This is an optimization exercise on Yosys and OpenROAD, whose aim is small area and a short achievable clock period, not a production implementation.
Function was not checked in any run shown here: the RTL went through the layout flow alone.

==> flow/design.v (outline; a module is shown in full before it is edited, if it fits) <==
// module Mul12_CS: 243 lines
// module Tab_P12: 14 lines
// module Tab_P16: 14 lines
// module Tab_P20: 14 lines
// module Tab_F12: 14 lines
// module Tab_F12x2: 14 lines
// module CSA: 11 lines
// module Butterfly_Unit: 101 lines
module Butterfly_Unit (
    input clk,
    input reset,
    input [1:0] operation,   
    input valid_in,
    input [11:0] a_in,
    input [11:0] b_in,
    input [11:0] zeta,
    output reg [11:0] a_out,
    output reg [11:0] b_out,
    output reg valid_out
);
  // ...
==> flow/run.sh <==
#!/bin/bash
# synth_recipe.tcl (not shown) runs the flow's synth.tcl, then flattens the netlist and writes it again
# the make line also repeats each setting of config.mk as NAME=value (left out here)
make -C /OpenROAD-flow-scripts/flow DESIGN_CONFIG=/design/flow/config.mk WORK_HOME=/design/flow/orfs CLKGATE_MAP_FILE= SYNTH_SCRIPT=/design/flow/synth_recipe.tcl finish
==> flow/config.mk <==
export PLATFORM = sky130hd
export DESIGN_NAME = Butterfly_Unit
export DESIGN_NICKNAME = Butterfly_Unit
export VERILOG_FILES = /design/flow/design.v
export SDC_FILE = /design/flow/constraint.sdc
export NUM_CORES = 4
export LEC_CHECK = 0
export CAP_MARGIN = 20
export CORE_MARGIN = 2
export CORE_UTILIZATION = 40
export SETUP_SLACK_MARGIN = 2.7
export SLEW_MARGIN = 20
==> flow/constraint.sdc <==
create_clock -name core_clock -period 6.5 [get_ports {clk}]
set_input_delay 1.3000 -clock core_clock [delete_from_list [all_inputs] [get_ports {clk}]]
set_output_delay 1.3000 -clock core_clock [all_outputs]
set_load 0.01 [all_outputs]
==> impl_metrics.yaml, run 1 <==
synthesis:
  synth_fa_ha_area_share_pct: 33.32
  synth_top_area_share_pct: 23.35
  synth_seq_cells: 196
  netlist_area_sq_um: 16810
  synth_xor_area_share_pct: 5.248
  synth.largest_area_cell: "dfxtp_1"
placed_design:
  io_buffers: 65
timing:
  worst_slack_ns: 2.801
  worstMarginPinSlew_ns: 1.003
  setup_viol: 0
  setup_tns_ns: 0
final_layout:
  largest_reg_flops: 23
  diodes: 1
  seq_area_sq_um: 3936
  synthToLayoutAreaGrowth_pct: 14.20
hold_path:
  hold_end: "s2[11]"
routing:
  viasPerCell: 5.039
  wl_met2_mm: 19.05
run_status:
  status: "timing/DRC/antenna clean"
worst_setup_path:
  path_max_fanout: 9
  crit_family: "adder cells"
  critical_path_class: "reg -> reg"
clock_tree:
  cts_setup_buffers: 6
  ctsHoldBuffers: 0
global_route:
  gr-usage-met3_pct: 2.299
==> inputs of run 2 (changes only) <==
--- a/flow/config.mk
+++ b/flow/config.mk
@@ -10,3 +10,3 @@
 export CORE_UTILIZATION = 40
-export SETUP_SLACK_MARGIN = 2.7
+export SETUP_SLACK_MARGIN = 3.1
 export SLEW_MARGIN = 20
==> run 2 against run 1 <==
Still clean. Clock-buffer cell count unchanged. Global-route usage increased by 0.43 points. Clock skew increased by 0.0090 ns. Die area unchanged. Register-to-register slack improved by 0.07 ns. Hold slack got worse by 0.0039 ns. Critical path type unchanged. Highest routed layer unchanged.
==> impl_metrics.yaml, run 2 <==
timing:
  worstMarginPinSlew_ns: 0.9887
  slew-limit-headroom_pct: 33.99
  fmax_mhz: 275.6
  slew_violations: 0
  grt_setup_unrepaired: "true"
  min_period_ns: 3.628
  setup_tns_ns: 0
  skew_ns: 0.02026
  setup_viol: 0
  finalCritPeriodShare_pct: 55.82
  worst_slack_ns: 2.872
  finalHoldViolations: 0
clock_tree:
  ctsHoldBuffers: 0
  cts_buffers: 17
  clk_latency_ns: 0.46
  cts_tree: "yes"
  cts_num_sinks: 196
  cts.path.max_buffers: 2
  clk_pin_slew_ns: 0.08
  cts_max_level: 4
  cts_root_buf: "clkbuf_16"
floorplanning:
  dieWidth_um: 209.0
  initial_core_util_pct: 40.34
  die_area_sq_um: 43670
  ios: 66
  num_rows: 75
  core-area_sq_um: 41670
  die_y_um: 209.0
global_route:
  grt-busiest-layer: "met2"
  grt_util_met2_pct: 32.53
  grt_overflow: 0
  grt_pass1_wl_mm: 65.03
  gr-usage-met3_pct: 2.615
  grt_use_met1_pct: 23.51
  grt_pass1_vias: 12970
  antenna_found_initial: 1
  grt_usage_pct: 18.45
  grt_max_degree: 37
worst_setup_path:
  reg2reg_from: "xs3[12]"
  path_max_fanout: 7
  r2r_cells: 16
  cp.required_ns: 6.87
  critical_path_class: "reg -> reg"
  rr_endpoint: "r4[9]"
  startpoint_type: "register"
  r2r_setup_slack_ns: 2.87
  endpoint_kind: "register"
  cp_data_arrival_time_ns: 4.00
synthesis:
  netlist-cell-type-count: 90
  syn-num-nets: 2214
  synth-async-reset-ratio_pct: 0
  synth.largest_area_cell: "dfxtp_1"
  synthCells: 1828
  synth_top_area_share_pct: 23.35
  yosysWarningCount: 1
  yosysMostFrequentCell: "inv_1"
  seq_area_frac_synth_pct: 23.35
  synth_commonest_cells: "inv_1, dfxtp_1, ha_1, fa_1, and2_1"
  synth_seq_cells: 196
  synth.area.top_cells: "dfxtp_1, fa_1, ha_1"
  ys.flop_type: "dfxtp_1"
  netlist_area_sq_um: 16810
  synth_edf_count: 0
  avgSynthCellArea_sq_um: 9.194
placed_design:
  io_buffers: 65
  gp_congestion: 0.8716
  dp_hpwl_mm: 30.20
  placed_cell_area_sq_um: 18140
  dp.cells: 2383
  place_ws_ns: 2.184
routing:
  viasPerCell: 5.037
  drc: 0
  routed_wl_mm: 40.45
  wl_per_cell_um: 16.08
  dr.first_iter.drc_count: 494
  drt-pass1-iter-count: 5
  ant_nets: 0
  dr_total_vias: 12670
hold_path:
  hold_start: "op1[1]"
  hold_end: "op2[1]"
  hold_path.class: "reg -> reg"
  hold_path_depth: 0
final_layout:
  layout_common_cells: "inv_1, dfxtp_1, fa_1, ha_1, and2_1"
  instances_no_fill: 2515
  synthToLayoutAreaGrowth_pct: 22.92
  design_area_sq_um: 20660
  largest_reg_flops: 23
  layout-drive-gt1-share_pct: 18.73
  final_common_cell: "inv_1"
  largest_register: "px2"
  nets: 2348
run_status:
  status: "timing/DRC/antenna clean"
run:
  maxCapViolations: 0
## run 2: cell counts after synthesis
No cell type changed its count.
## run 2: how the worst max path moves through the flow
stage,to,start
6_report,r4[9],xs3[12]
5_1_grt,r4[9],xs3[12]
4_1_cts,r4[9],xc3[12]
3_5_place_dp,m1[11],a_in[1]
3_3_place_gp,m1[11],a_in[1]
2_1_floorplan,r4[11],xc3[12]
## run 2: critical path: stages (launching register included)
cell and delay (ns):
dfxtp_4 0.43, nor3_4 0.07, buf_12 0.14, nand2b_4 0.14
fa_2 0.55, inv_2 0.05, ha_4 0.27, inv_2 0.05
ha_4 0.17, fa_2 0.37, a21oi_4 0.18, o21ai_4 0.08
a2111oi_4 0.38, nor2_1 0.11, xnor2_1 0.15, mux2_2 0.27
a22oi_2 0.15
## run 2: stage by stage
step	util [%]	hold WS [ns]
floorplan	-	0.3096
CTS	47.39	0.3215
finish	49.59	0.3200
global placement	43.53	0.3101
detailed placement	43.53	0.3121
global route	49.59	0.3216
## run 2: cell type report
class	instances	area, sq um
fillers	3872	21010
multi-input cells	1268	12620
flip-flops and latches	196	3999
repair buffers	165	1567
inverters	314	1185
well taps	539	674.4
clock buffers	17	425.4
clock inverters	15	190.2
diodes	1	2.502
## run 2: what timing repair did
| item | CTS | global route |
|---|---|---|
| endpoints found under the setup margin | 78 | 67 |
| setup buffers | 50 | 46 |
| cloned | 1 | 2 |
| pin swaps | 54 | 77 |
| resized for setup | 166 | 120 |
## run 2: logic make-up after synthesis
logic type                 count (synthesis)  share of synthesized area, %
and+or+nand+nor                          473                         14.75
adders and majority gates                345                         33.32
other                                      1                       0.02231
DFF                                      196                         23.35
AOI/OAI and AO/OA                        315                         12.86
muxes                                     34                         2.070
buffers and inverters                    365                         8.390
xor gates and xnor gates                  99                         5.248
## run 2: routing by layer
layer | part of all wire (%) | routed length [um]
met5 | 0 | 0
met4 | 1.9 | 767
met3 | 3.0 | 1217
met2 | 50 | 20090
met1 | 45 | 18370
==> inputs of run 3 (changes only) <==
--- a/flow/config.mk
+++ b/flow/config.mk
@@ -10,3 +10,3 @@
 export CORE_UTILIZATION = 40
-export SETUP_SLACK_MARGIN = 3.1
+export SETUP_SLACK_MARGIN = 3.4
 export SLEW_MARGIN = 20
==> run 3 against run 2 <==
Still clean. Global-route usage is 0.75 points higher. Non-clock buffer count grew 32. Core utilization rose by 1.7 points. Clock-buffer cell count stayed put. Critical path depth fell by 3. Hold slack worse by 0.0067 ns. Wire length grew 3.4%. Via count grew 1.9%. Sequential share of layout area down 0.61 points.
==> impl_metrics.yaml, run 3 <==
floorplanning:
  initial_core_util_pct: 40.34
  die_area_sq_um: 43670
  die_y_um: 209.0
  core-area_sq_um: 41670
  ios: 66
  num_rows: 75
  dieWidth_um: 209.0
final_layout:
  layout_common_cells: "inv_1, dfxtp_1, ha_1, fa_1, and2_1"
  final_common_cell: "inv_1"
  largest_register: "px2"
  num-fill-cells: 3810
  layout-drive-gt1-share_pct: 26.58
  synthToLayoutAreaGrowth_pct: 27.23
  nets: 2382
  diodes: 0
  largest_reg_flops: 23
  final_util_pct: 51.32
timing:
  grt_setup_unrepaired: "true"
  fmax_mhz: 276.1
  skew_ns: 0.01458
  setup_tns_ns: 0
  setup_viol: 0
  worstMarginPinSlew_ns: 1.034
  slew-limit-headroom_pct: 30.95
  finalHoldViolations: 0
  finalCritPeriodShare_pct: 55.72
  slew_violations: 0
  min_period_ns: 3.622
global_route:
  grt_pass1_wl_mm: 67.05
  grt_pass1_vias: 13230
  antenna_found_initial: 0
  grt_max_degree: 25
  grt_usage_pct: 19.19
  grt_overflow: 0
routing:
  drc: 0
  ant_nets: 0
  dr.first_iter.drc_count: 652
  dr_total_vias: 12910
  routed_wl_mm: 41.83
  wl_per_cell_um: 16.42
  viasPerCell: 5.068
  drt-pass1-iter-count: 5
synthesis:
  synth_edf_count: 0
  synth.largest_area_cell: "dfxtp_1"
  seq_area_frac_synth_pct: 23.35
  synthCells: 1828
  syn-num-nets: 2214
  synth_top_area_share_pct: 23.35
  synth_commonest_cells: "inv_1, dfxtp_1, ha_1, fa_1, and2_1"
  ys.flop_type: "dfxtp_1"
  yosysMostFrequentCell: "inv_1"
  synth.area.top_cells: "dfxtp_1, fa_1, ha_1"
  synth-async-reset-ratio_pct: 0
  avgSynthCellArea_sq_um: 9.194
  yosysWarningCount: 1
  synth_seq_cells: 196
  netlist-cell-type-count: 90
  netlist_area_sq_um: 16810
run:
  maxCapViolations: 0
worst_setup_path:
  cp.required_ns: 6.84
  endpoint_kind: "register"
  critical_path_class: "reg -> reg"
  path_max_fanout: 7
  r2r_cells: 13
  startpoint_type: "register"
  cp_data_arrival_time_ns: 3.96
placed_design:
  gp_congestion: 0.8666
  dp_hpwl_mm: 30.63
  io_buffers: 65
hold_path:
  hold_path.class: "reg -> reg"
  hold_path_depth: 0
clock_tree:
  cts_buffers: 17
  cts_num_sinks: 196
  ctsHoldBuffers: 0
  cts.path.max_buffers: 2
  clk_pin_slew_ns: 0.09
  cts_max_level: 4
  clk_latency_ns: 0.47
  cts_root_buf: "clkbuf_16"
  cts_tree: "yes"
run_status:
  status: "timing/DRC/antenna clean"
## run 3: cell count changes in the layout (fill, tap and decap cells not counted), moves of 9 or more
cell     change
ha_4        +12
a21oi_2     +12
fa_1        -27
a21oi_1      -9
inv_1       -25
and2_4      +15
ha_1        -20
and2_1      -15
inv_2       +20
fa_2        +27
buf_4       +31
## run 3: per-layer routing
metal / wire length [um] / global-route usage, %
met5: 0 / 0
met4: 875 / 4.975
met3: 1352 / 2.780
met2: 20930 / 34.20
met1: 18680 / 24.33
## run 3: final cells by class
cell class | instances | area, sq um | area share, %
Multi-Input combinational cell | 1270 | 12960 | 60.62
Clock buffer | 17 | 425.4 | 1.989
Inverter | 314 | 1227 | 5.740
Tap cell | 539 | 674.4 | 3.154
Timing Repair Buffer | 197 | 1857 | 8.683
Sequential cell | 196 | 4008 | 18.74
Clock inverter | 15 | 229.0 | 1.071
## run 3: critical path, stage by stage, from the launching register on
cell	delay, ns
dfxtp_4	0.40
xor2_1	0.23
o21ai_0	0.14
fa_1	0.56
inv_1	0.06
ha_1	0.34
ha_1	0.27
or3_1	0.37
a211oi_2	0.23
o21ai_2	0.11
a31o_4	0.28
a211oi_2	0.21
o21bai_2	0.15
o221ai_2	0.13
## run 3: final timing paths
path	from	end	slack, ns
setup / recovery	xc3[12]	r4[7]	2.88
hold / removal	s1[7]	s2[7]	0.31
setup reg to reg	xc3[12]	r4[7]	2.88
hold reg to reg	s1[7]	s2[7]	0.31
## run 3: cell families after synthesis
kind of cell	share of synthesized area, %
AOI/OAI and AO/OA	12.86
xor gates and xnor gates	5.248
adders and majority gates	33.32
buffers and inverters	8.390
DFF	23.35
muxes	2.070
other	0.02231
and+or+nand+nor	14.75
## run 3: per-stage QoR
step / setup WS (ns) / hold slack [ns] / cell area, sq um / cells
2_1_floorplan: 2.965 / 0.3096 / 17470 / 1828
3_5_place_dp: 2.174 / 0.3121 / 18460 / 2383
6_report: 2.878 / 0.3134 / 21380 / 2548
4_1_cts: 2.876 / 0.3152 / 20480 / 2499
5_1_grt: 2.759 / 0.3282 / 21380 / 2548
3_3_place_gp: 2.258 / 0.3114 / 18460 / 2383
## run 3: timing repair
action,4_1_cts,5_1_grt
setup endpoints to repair,87,86
setup buffers,80,45
endpoints found under the hold margin,0,0
gates resized for setup,220,162
cloned,4,4
pin swaps,69,86

[static timing again, ports no longer ideal]
No port has a modelled driver above. Below, the same layouts with a new extraction and two added sets of constraints.
Step 1: set_driving_cell puts a clkbuf_16 on clk and a buf_2 on each other input, an assumption about the parent block.
Step 2 also shifts input and output timing later by t, the mid clock arrival at the registers, as if the neighbouring blocks saw the same clock.
Three values: ideal, step 1, step 2; two values: the first two.
run | t, ns | setup WS [ns] | latest minus earliest clock arrival (ns)
run 1 | 0.514 | 2.801 / 2.801 / 2.372 | 0.012 / 0.013
run 2 | 0.500 | 2.872 / 2.872 / 2.697 | 0.022 / 0.023
run 3 | 0.511 | 2.878 / 2.878 / 2.814 | 0.016 / 0.016
After both steps setup and hold are still met in every run listed. For run 1, which loses most, drivers alone change the setup slack by 0.000 ns; drivers and shift together by -0.429 ns.
